This design comes from an exercise in tuning for small area on the open sky130 flow, not from production work. Only simulation tests tie the RTL to the original design; equivalence was not proved. Power figures rest on the tool's default switching activity, not on a simulated workload.

oak:
## RegisterFile
module RegisterFile(we, rst, clk, data_in, data_out, data_oe, addr, enable_reg);
For scale: about 35000 µm² of cells after synthesis.
clock: 8.0 ns
lec_check: 0
cap_margin: 0
core_margin: 2
core_utilization: 65
cts_buf_list: sky130_fd_sc_hd__clkbuf_4 sky130_fd_sc_hd__clkbuf_8
cts_cluster_diameter: 60
cts_cluster_size: 18
slew_margin: 0
synth_hierarchical: 1
synth_minimum_keep_size: 0
standard.sh (not shown) runs the stock make flow with config.mk's settings and CLKGATE_MAP_FILE= SYNTH_SCRIPT=/design/flow/synth_recipe.tcl, a recipe that flattens the netlist after the stock synthesis.
==> flow/flow/run.sh <==
#!/bin/bash
# The standard ORFS layout (the standard.sh, standard synthesis included), with these
# changes:
#  - the buffers placed on the input and output ports are sky130_fd_sc_hd__buf_1 instead of
#    the cell buffer_ports picks by default (a delay buffer, clkdlybuf4s50_1);
#  - timing-driven global placement keeps no resizer changes of its own
#    (GPL_KEEP_OVERFLOW=0); the resize step after placement repairs the design.
set -euo pipefail
export BUFFER_PORTS_ARGS="-buffer_cell sky130_fd_sc_hd__buf_1"
export CTS_ARGS="-sink_clustering_enable -repair_clock_nets -buf_list {sky130_fd_sc_hd__clkbuf_4 sky130_fd_sc_hd__clkbuf_8} -sink_clustering_size 18 -sink_clustering_max_diameter 60 -dont_use_dummy_load"
export GPL_KEEP_OVERFLOW=0
bash standard.sh > standard_flow.log 2>&1
In summary, oak completed successfully, with a layout that passed the timing, DRC and antenna checks.
## Diff of input files: pine against oak
Settings: a change of CORE_UTILIZATION from 65 to 72; a change of SLEW_MARGIN from 0 to 20; a change of CTS_CLUSTER_SIZE from 18 to 15; a change of CAP_MARGIN from 0 to 20.
==> flow/flow/run.sh <==
#!/bin/bash
# The standard ORFS layout (the standard.sh, standard synthesis included), with two
# changes:
#  - the buffers placed on the input and output ports are sky130_fd_sc_hd__buf_1 instead of
#    the cell buffer_ports picks by default (a delay buffer, clkdlybuf4s50_1);
set -euo pipefail
export BUFFER_PORTS_ARGS="-buffer_cell sky130_fd_sc_hd__buf_1"
export CTS_ARGS="-sink_clustering_enable -repair_clock_nets -buf_list {sky130_fd_sc_hd__clkbuf_4 sky130_fd_sc_hd__clkbuf_8} -sink_clustering_size 15 -sink_clustering_max_diameter 60 -dont_use_dummy_load"
bash standard.sh > standard_flow.log 2>&1
Results
- Fmax: pine higher than oak
- From oak to pine the numbers moved as follows: clock buffer count from CTS picked up an extra about 17%, max-slew headroom at the worst pin picked up an extra 8.4 points.
- Lower share of layout cells above drive strength 1 was reported by oak, not pine.
- The cell count of the worst reg-to-reg path of pine is higher than that of oak.
- Count of non-filler cells in the finished layout across oak and pine: no real change.
- pine | stages: all done | timing, DRC, antenna: all pass
- Comparing the two runs side by side, pine comes out behind oak on final area.
- Number of rows in the core area (pine / oak): 0.941
Input changes introduced in birch (baseline for comparison: pine):
Settings: SLEW_MARGIN now 0, was 20; CAP_MARGIN now 0, was 20; CTS_CLUSTER_SIZE now 18, was 15.
==> flow/flow/run.sh <==
#!/bin/bash
# The standard ORFS layout (the standard.sh, standard synthesis included), with these
# changes:
#  - the buffers placed on the input and output ports are sky130_fd_sc_hd__buf_1 instead of
#    the cell buffer_ports picks by default (a delay buffer, clkdlybuf4s50_1);
#  - timing-driven global placement keeps no resizer changes of its own
#    (GPL_KEEP_OVERFLOW=0); the resize step after placement repairs the design.
set -euo pipefail
export BUFFER_PORTS_ARGS="-buffer_cell sky130_fd_sc_hd__buf_1"
export CTS_ARGS="-sink_clustering_enable -repair_clock_nets -buf_list {sky130_fd_sc_hd__clkbuf_4 sky130_fd_sc_hd__clkbuf_8} -sink_clustering_size 18 -sink_clustering_max_diameter 60 -dont_use_dummy_load"
export GPL_KEEP_OVERFLOW=0
bash standard.sh > standard_flow.log 2>&1
### Flow results
The final report for birch shows a completed flow and a layout that fails verification, specifically max-capacitance violations, max-slew violations. Against pine, birch comes in 111 lower on number of design-rule violations left by the first detailed-router iteration. Between birch and pine, it is birch whose worst setup slack is lower, by 0.27 ns. Non-filler instance count after layout ended up about 2.2% lower on birch than on pine. [diff] post-route clock skew, birch relative to pine: improvement. In birch, the fraction of power consumed by the clock network came out 1.1 points below the value in pine. birch — global-route usage 0.56 points lower, pine as reference. Delta(final total power, birch - pine) < 0.

Another version of the RTL of RegisterFile (not shown whole).
Size: roughly 2,900 cells after synthesis, about 1,100 flip-flops, ~35,000 um^2 of cells after synthesis.
export LEC_CHECK = 0
export CAP_MARGIN = 0
export CORE_MARGIN = 2
export CORE_UTILIZATION = 65
export CTS_BUF_LIST = sky130_fd_sc_hd__clkbuf_4 sky130_fd_sc_hd__clkbuf_8
export CTS_CLUSTER_DIAMETER = 60
export CTS_CLUSTER_SIZE = 15
export SLEW_MARGIN = 0
export SYNTH_HIERARCHICAL = 1
export SYNTH_MINIMUM_KEEP_SIZE = 0
create_clock -name core_clock -period 8.0 [get_ports {clk}]
==> flow/flow/run.sh <==
#!/bin/bash
# The standard ORFS layout (the standard.sh, standard synthesis included), with one
# change: the buffers placed on the input and output ports are sky130_fd_sc_hd__buf_1
# instead of the cell buffer_ports picks by default (a delay buffer, clkdlybuf4s50_1).
set -euo pipefail
export BUFFER_PORTS_ARGS="-buffer_cell sky130_fd_sc_hd__buf_1"
bash standard.sh > standard_flow.log 2>&1
Then changed:
- CAP_MARGIN: 0 -> 20
- SLEW_MARGIN: 0 -> 20
=> The new run completed without violations; worst hold slack does not change; cell area is unchanged; sequential share of layout area is unchanged; combinational power is about the same.

RegisterFile with an RTL version that a note above also has.
For scale: ~2900 cells after synthesis, ~1100 flip-flops, ~75 I/O pins, about 35000 um2 of cells after synthesis.
clock: 8.0 ns
lec_check: 0
cap_margin: 5
core_margin: 2
core_utilization: 65
cts_buf_list: sky130_fd_sc_hd__clkbuf_4 sky130_fd_sc_hd__clkbuf_8
cts_cluster_diameter: 60
cts_cluster_size: 18
gpl_routability_driven: 0
slew_margin: 5
synth_hierarchical: 1
synth_minimum_keep_size: 0
==> flow/flow/run.sh <==
#!/bin/bash
# The standard ORFS layout (the standard.sh, standard synthesis included), with these
# changes:
#  - the buffers placed on the input and output ports are sky130_fd_sc_hd__buf_1 instead of
#    the cell buffer_ports picks by default (a delay buffer, clkdlybuf4s50_1);
#  - timing-driven global placement keeps no resizer changes of its own
#    (GPL_KEEP_OVERFLOW=0); the resize step after placement repairs the design.
set -euo pipefail
export BUFFER_PORTS_ARGS="-buffer_cell sky130_fd_sc_hd__buf_1"
export CTS_ARGS="-sink_clustering_enable -repair_clock_nets -buf_list {sky130_fd_sc_hd__clkbuf_4 sky130_fd_sc_hd__clkbuf_8} -sink_clustering_size 18 -sink_clustering_max_diameter 60 -dont_use_dummy_load"
export GPL_KEEP_OVERFLOW=0
bash standard.sh > standard_flow.log 2>&1
The starting point produced a clean layout.
Edit:
==> flow/flow/run.sh (replaced) <==
#!/bin/bash
# The standard ORFS layout (the standard.sh, standard synthesis included), with two
# changes:
#  - the buffers placed on the input and output ports are sky130_fd_sc_hd__buf_1 instead of
#    the cell buffer_ports picks by default (a delay buffer, clkdlybuf4s50_1);
set -euo pipefail
export BUFFER_PORTS_ARGS="-buffer_cell sky130_fd_sc_hd__buf_1"
export CTS_ARGS="-sink_clustering_enable -repair_clock_nets -buf_list {sky130_fd_sc_hd__clkbuf_4 sky130_fd_sc_hd__clkbuf_8} -sink_clustering_size 15 -sink_clustering_max_diameter 60 -dont_use_dummy_load"
bash standard.sh > standard_flow.log 2>&1
--- a/flow/config.mk
+++ b/flow/config.mk
@@ -8 +8 @@
-export CAP_MARGIN = 5
+export CAP_MARGIN = 20
@@ -13,3 +13,2 @@
-export CTS_CLUSTER_SIZE = 18
-export GPL_ROUTABILITY_DRIVEN = 0
-export SLEW_MARGIN = 5
+export CTS_CLUSTER_SIZE = 15
+export SLEW_MARGIN = 20
What happened: Total power climbs by 1.9%; final cell count went up by 2.4%; register-to-register slack gains 320 ps; final area came out higher by 1.4%; core utilization goes up by 0.99 points; worst hold slack hardly moves; sequential share of layout area shrinks by 0.84 points.
Edit:
==> flow/flow/run.sh (replaced) <==
#!/bin/bash
# The standard ORFS layout (the standard.sh, standard synthesis included), with these
# changes:
#  - the buffers placed on the input and output ports are sky130_fd_sc_hd__buf_1 instead of
#    the cell buffer_ports picks by default (a delay buffer, clkdlybuf4s50_1);
#  - timing-driven global placement keeps no resizer changes of its own
#    (GPL_KEEP_OVERFLOW=0); the resize step after placement repairs the design.
set -euo pipefail
export BUFFER_PORTS_ARGS="-buffer_cell sky130_fd_sc_hd__buf_1"
export CTS_ARGS="-sink_clustering_enable -repair_clock_nets -buf_list {sky130_fd_sc_hd__clkbuf_4 sky130_fd_sc_hd__clkbuf_8} -sink_clustering_size 18 -sink_clustering_max_diameter 60 -dont_use_dummy_load"
export GPL_KEEP_OVERFLOW=0
bash standard.sh > standard_flow.log 2>&1
--- a/flow/config.mk
+++ b/flow/config.mk
@@ -8 +8 @@
-export CAP_MARGIN = 20
+export CAP_MARGIN = 0
@@ -13,2 +13,3 @@
-export CTS_CLUSTER_SIZE = 15
-export SLEW_MARGIN = 20
+export CTS_CLUSTER_SIZE = 18
+export PLACE_DENSITY = 0.85
+export SLEW_MARGIN = 0
Effect: Now the flow reached the layout checks and failed them: capacitance limit, slew limit. Wire length is lower by 2.5%. Worst hold slack barely changes. Clock skew is lower by 12 ps. Global-route usage is lower by 1.3 points.
Edit:
--- a/flow/config.mk
+++ b/flow/config.mk
@@ -8 +8 @@
-export CAP_MARGIN = 0
+export CAP_MARGIN = 5
@@ -14,2 +14 @@
-export PLACE_DENSITY = 0.85
-export SLEW_MARGIN = 0
+export SLEW_MARGIN = 5
What happened: This time the run produced a clean layout. Combinational power goes down by about 2%. Cell count does not change. Worst setup slack got worse by 240 ps. First-iteration DRC count goes down by 11%. Fmax goes down by 3.4%.
Edit:
--- a/flow/config.mk
+++ b/flow/config.mk
@@ -8 +8 @@
-export CAP_MARGIN = 5
+export CAP_MARGIN = 10
@@ -14 +14 @@
-export SLEW_MARGIN = 5
+export SLEW_MARGIN = 10
Effect: Power stays flat. First-iteration DRC count drops by 2.1%. Area after synthesis does not change. Global-route usage is about the same. Clock skew grows by 4.7 ps. Routed wire length hardly moves. Setup slack is better by 100 ps. Register-to-register slack improved by 40 ps. Cell count is about the same.

The RTL this note starts from:
==> flow/design.v <==
module RegisterFile(we, rst, clk, data_in, data_out, data_oe, addr, enable_reg);
   input [5:0] addr;
   input we, rst, clk;
   input [31:0] data_in;
   output [31:0] data_out;
   output data_oe;
   input enable_reg;
   wire [32:0] dec;
   wire [32:0] wr;
   wire [32:0] sel;
   wire [31:0] rowq [0:32];
   reg  [32:0] valid;
   genvar i, j;
   generate
      for (i = 0; i < 33; i = i + 1) begin : g_row
         assign dec[i] = (addr == i);
         assign wr[i]  = we & dec[i];
         assign sel[i] = dec[i] & valid[i];
         rf_row row (.clk(clk), .w(wr[i]), .wn(~wr[i]), .d(data_in), .q(rowq[i]));
      end
      for (j = 0; j < 32; j = j + 1) begin : g_rd
         wire [32:0] col;
         for (i = 0; i < 33; i = i + 1) begin : g_col
            assign col[i] = rowq[i][j];
         end
         rf_rdbit rd (.sel(sel), .q(col), .o(data_out[j]));
      end
   endgenerate
   always @(posedge clk or posedge rst) begin
      if (rst) valid <= 33'b0;
      else     valid <= valid | wr;
   end
   assign data_oe = ~we & enable_reg;
endmodule
module rf_row (
   input  wire        clk,
   input  wire        w,
   input  wire        wn,
   input  wire [31:0] d,
   output reg  [31:0] q
);
   always @(posedge clk)
      q <= (d & {32{w}}) | (q & {32{wn}});
endmodule
module rf_rdbit (
   input  wire [32:0] sel,
   input  wire [32:0] q,
   output wire        o
);
   wire [10:0] gn;
   genvar k;
   generate
      for (k = 0; k < 11; k = k + 1) begin : g_grp
         rf_aoi3 g (.s(sel[3*k+2:3*k]), .q(q[3*k+2:3*k]), .on(gn[k]));
      end
   endgenerate
   assign o = ~&gn;
endmodule
module rf_aoi3 (
   input  wire [2:0] s,
   input  wire [2:0] q,
   output wire       on
);
   assign on = ~|(s & q);
endmodule
Settings: LEC_CHECK=0, CAP_MARGIN=20, CORE_MARGIN=2, CORE_UTILIZATION=65, CTS_BUF_LIST=sky130_fd_sc_hd__clkbuf_4 sky130_fd_sc_hd__clkbuf_8, CTS_CLUSTER_DIAMETER=60, CTS_CLUSTER_SIZE=15, SLEW_MARGIN=20, SYNTH_HIERARCHICAL=1, SYNTH_MINIMUM_KEEP_SIZE=0; clock period 8.0 ns.
run.sh (not shown) runs the stock make flow with config.mk's settings and CLKGATE_MAP_FILE= SYNTH_SCRIPT=/design/flow/synth_recipe.tcl, a recipe that flattens the netlist after the stock synthesis.
Stock flow here: none of the scripts above is used.
Rerun with:
CTS_CLUSTER_DIAMETER = default   (was 60)
CTS_CLUSTER_SIZE = default   (was 15)
The new run completed without violations.
Clock skew stays the same.
Sequential share of layout area went down by 2.9 points.
Non-clock buffer count does not change.
Rerun with:
==> flow/flow/run.sh (new file) <==
#!/bin/bash
# The standard ORFS layout (the standard.sh, standard synthesis included), with one
# change: the buffers placed on the input and output ports are sky130_fd_sc_hd__buf_1
# instead of the cell buffer_ports picks by default (a delay buffer, clkdlybuf4s50_1).
set -euo pipefail
export BUFFER_PORTS_ARGS="-buffer_cell sky130_fd_sc_hd__buf_1"
bash standard.sh > standard_flow.log 2>&1
==> flow/standard.sh (new file) <==
#!/bin/bash
# synth_recipe.tcl (not shown) runs the flow's synth.tcl, then flattens the netlist and writes it again
# the make line also repeats each setting of config.mk as NAME=value (left out here)
make -C /OpenROAD-flow-scripts/flow DESIGN_CONFIG=/design/flow/config.mk WORK_HOME=/design/flow/orfs CLKGATE_MAP_FILE= SYNTH_SCRIPT=/design/flow/synth_recipe.tcl "${@:-finish}"
CTS_CLUSTER_DIAMETER = 60   (was default)
CTS_CLUSTER_SIZE = 15   (was default)
removed: flow/run.sh
Outcome:
- power went down by 18%
- clock skew is unchanged
- hold slack is better by 0.011 ns
- wire length went down by 5.9%
- clock power fell by 45%

[static timing again, ports no longer ideal]
The results above use ideal ports. As a check the final layouts listed here were re-extracted and re-timed, cells and wires unchanged. Step 1 sets driving cells, clkbuf_16 on the clock port and buf_2 on the other inputs (assumed; they add their load-dependent delay and slew). Step 2 also shifts input and output timing later by t, the mid clock arrival at the registers, as if the neighbouring blocks saw the same clock. a / b / c = no drivers / after step 1 / after step 2; a / b = the first two.
| run | t (ns) | setup slack, ns | clock arrival spread, ns | worst register clock-pin slew, ns | cell pins on the clock port's net |
|---|---|---|---|---|---|
| oak | 0.750 | 0.844 / 0.748 / 0.748 | 0.053 / 0.053 | 0.12 / 0.12 | 1 |
| pine | 0.774 | 1.186 / 1.104 / 1.104 | 0.041 / 0.041 | 0.10 / 0.10 | 1 |
| birch | 0.764 | 0.919 / 0.817 / 0.817 | 0.038 / 0.039 | 0.11 / 0.11 | 1 |
| the first run of note 2 | 0.772 | 0.857 / 0.787 / 0.787 | 0.033 / 0.034 | 0.11 / 0.11 | 1 |
| the second run of note 2 | 0.772 | 0.857 / 0.787 / 0.787 | 0.033 / 0.034 | 0.11 / 0.11 | 1 |
| the first run of note 3 | 0.754 | 0.800 / 0.743 / 0.803 | 0.053 / 0.053 | 0.12 / 0.12 | 1 |
| the second run of note 3 | 0.762 | 0.898 / 0.832 / 0.832 | 0.064 / 0.064 | 0.10 / 0.10 | 1 |
| the third run of note 3 | 0.750 | 1.044 / 0.950 / 0.950 | 0.080 / 0.079 | 0.12 / 0.12 | 1 |
| the fourth run of note 3 | 0.754 | 0.800 / 0.743 / 0.803 | 0.053 / 0.053 | 0.12 / 0.12 | 1 |
| the fifth run of note 3 | 0.750 | 0.903 / 0.804 / 0.804 | 0.040 / 0.040 | 0.12 / 0.12 | 1 |
| the first run of note 4 | 0.794 | 0.659 / 0.633 / 0.633 | 0.038 / 0.038 | 0.10 / 0.10 | 1 |
| the second run of note 4 | 0.879 | 0.530 / 0.506 / 0.506 | 0.049 / 0.049 | 0.07 / 0.07 | 1 |
| the third run of note 4 | 0.778 | 1.206 / 1.177 / 1.177 | 0.031 / 0.031 | 0.11 / 0.11 | 1 |
The setup slack of birch, which loses most, moves by -0.102 ns with the drivers and by -0.102 ns with both steps.
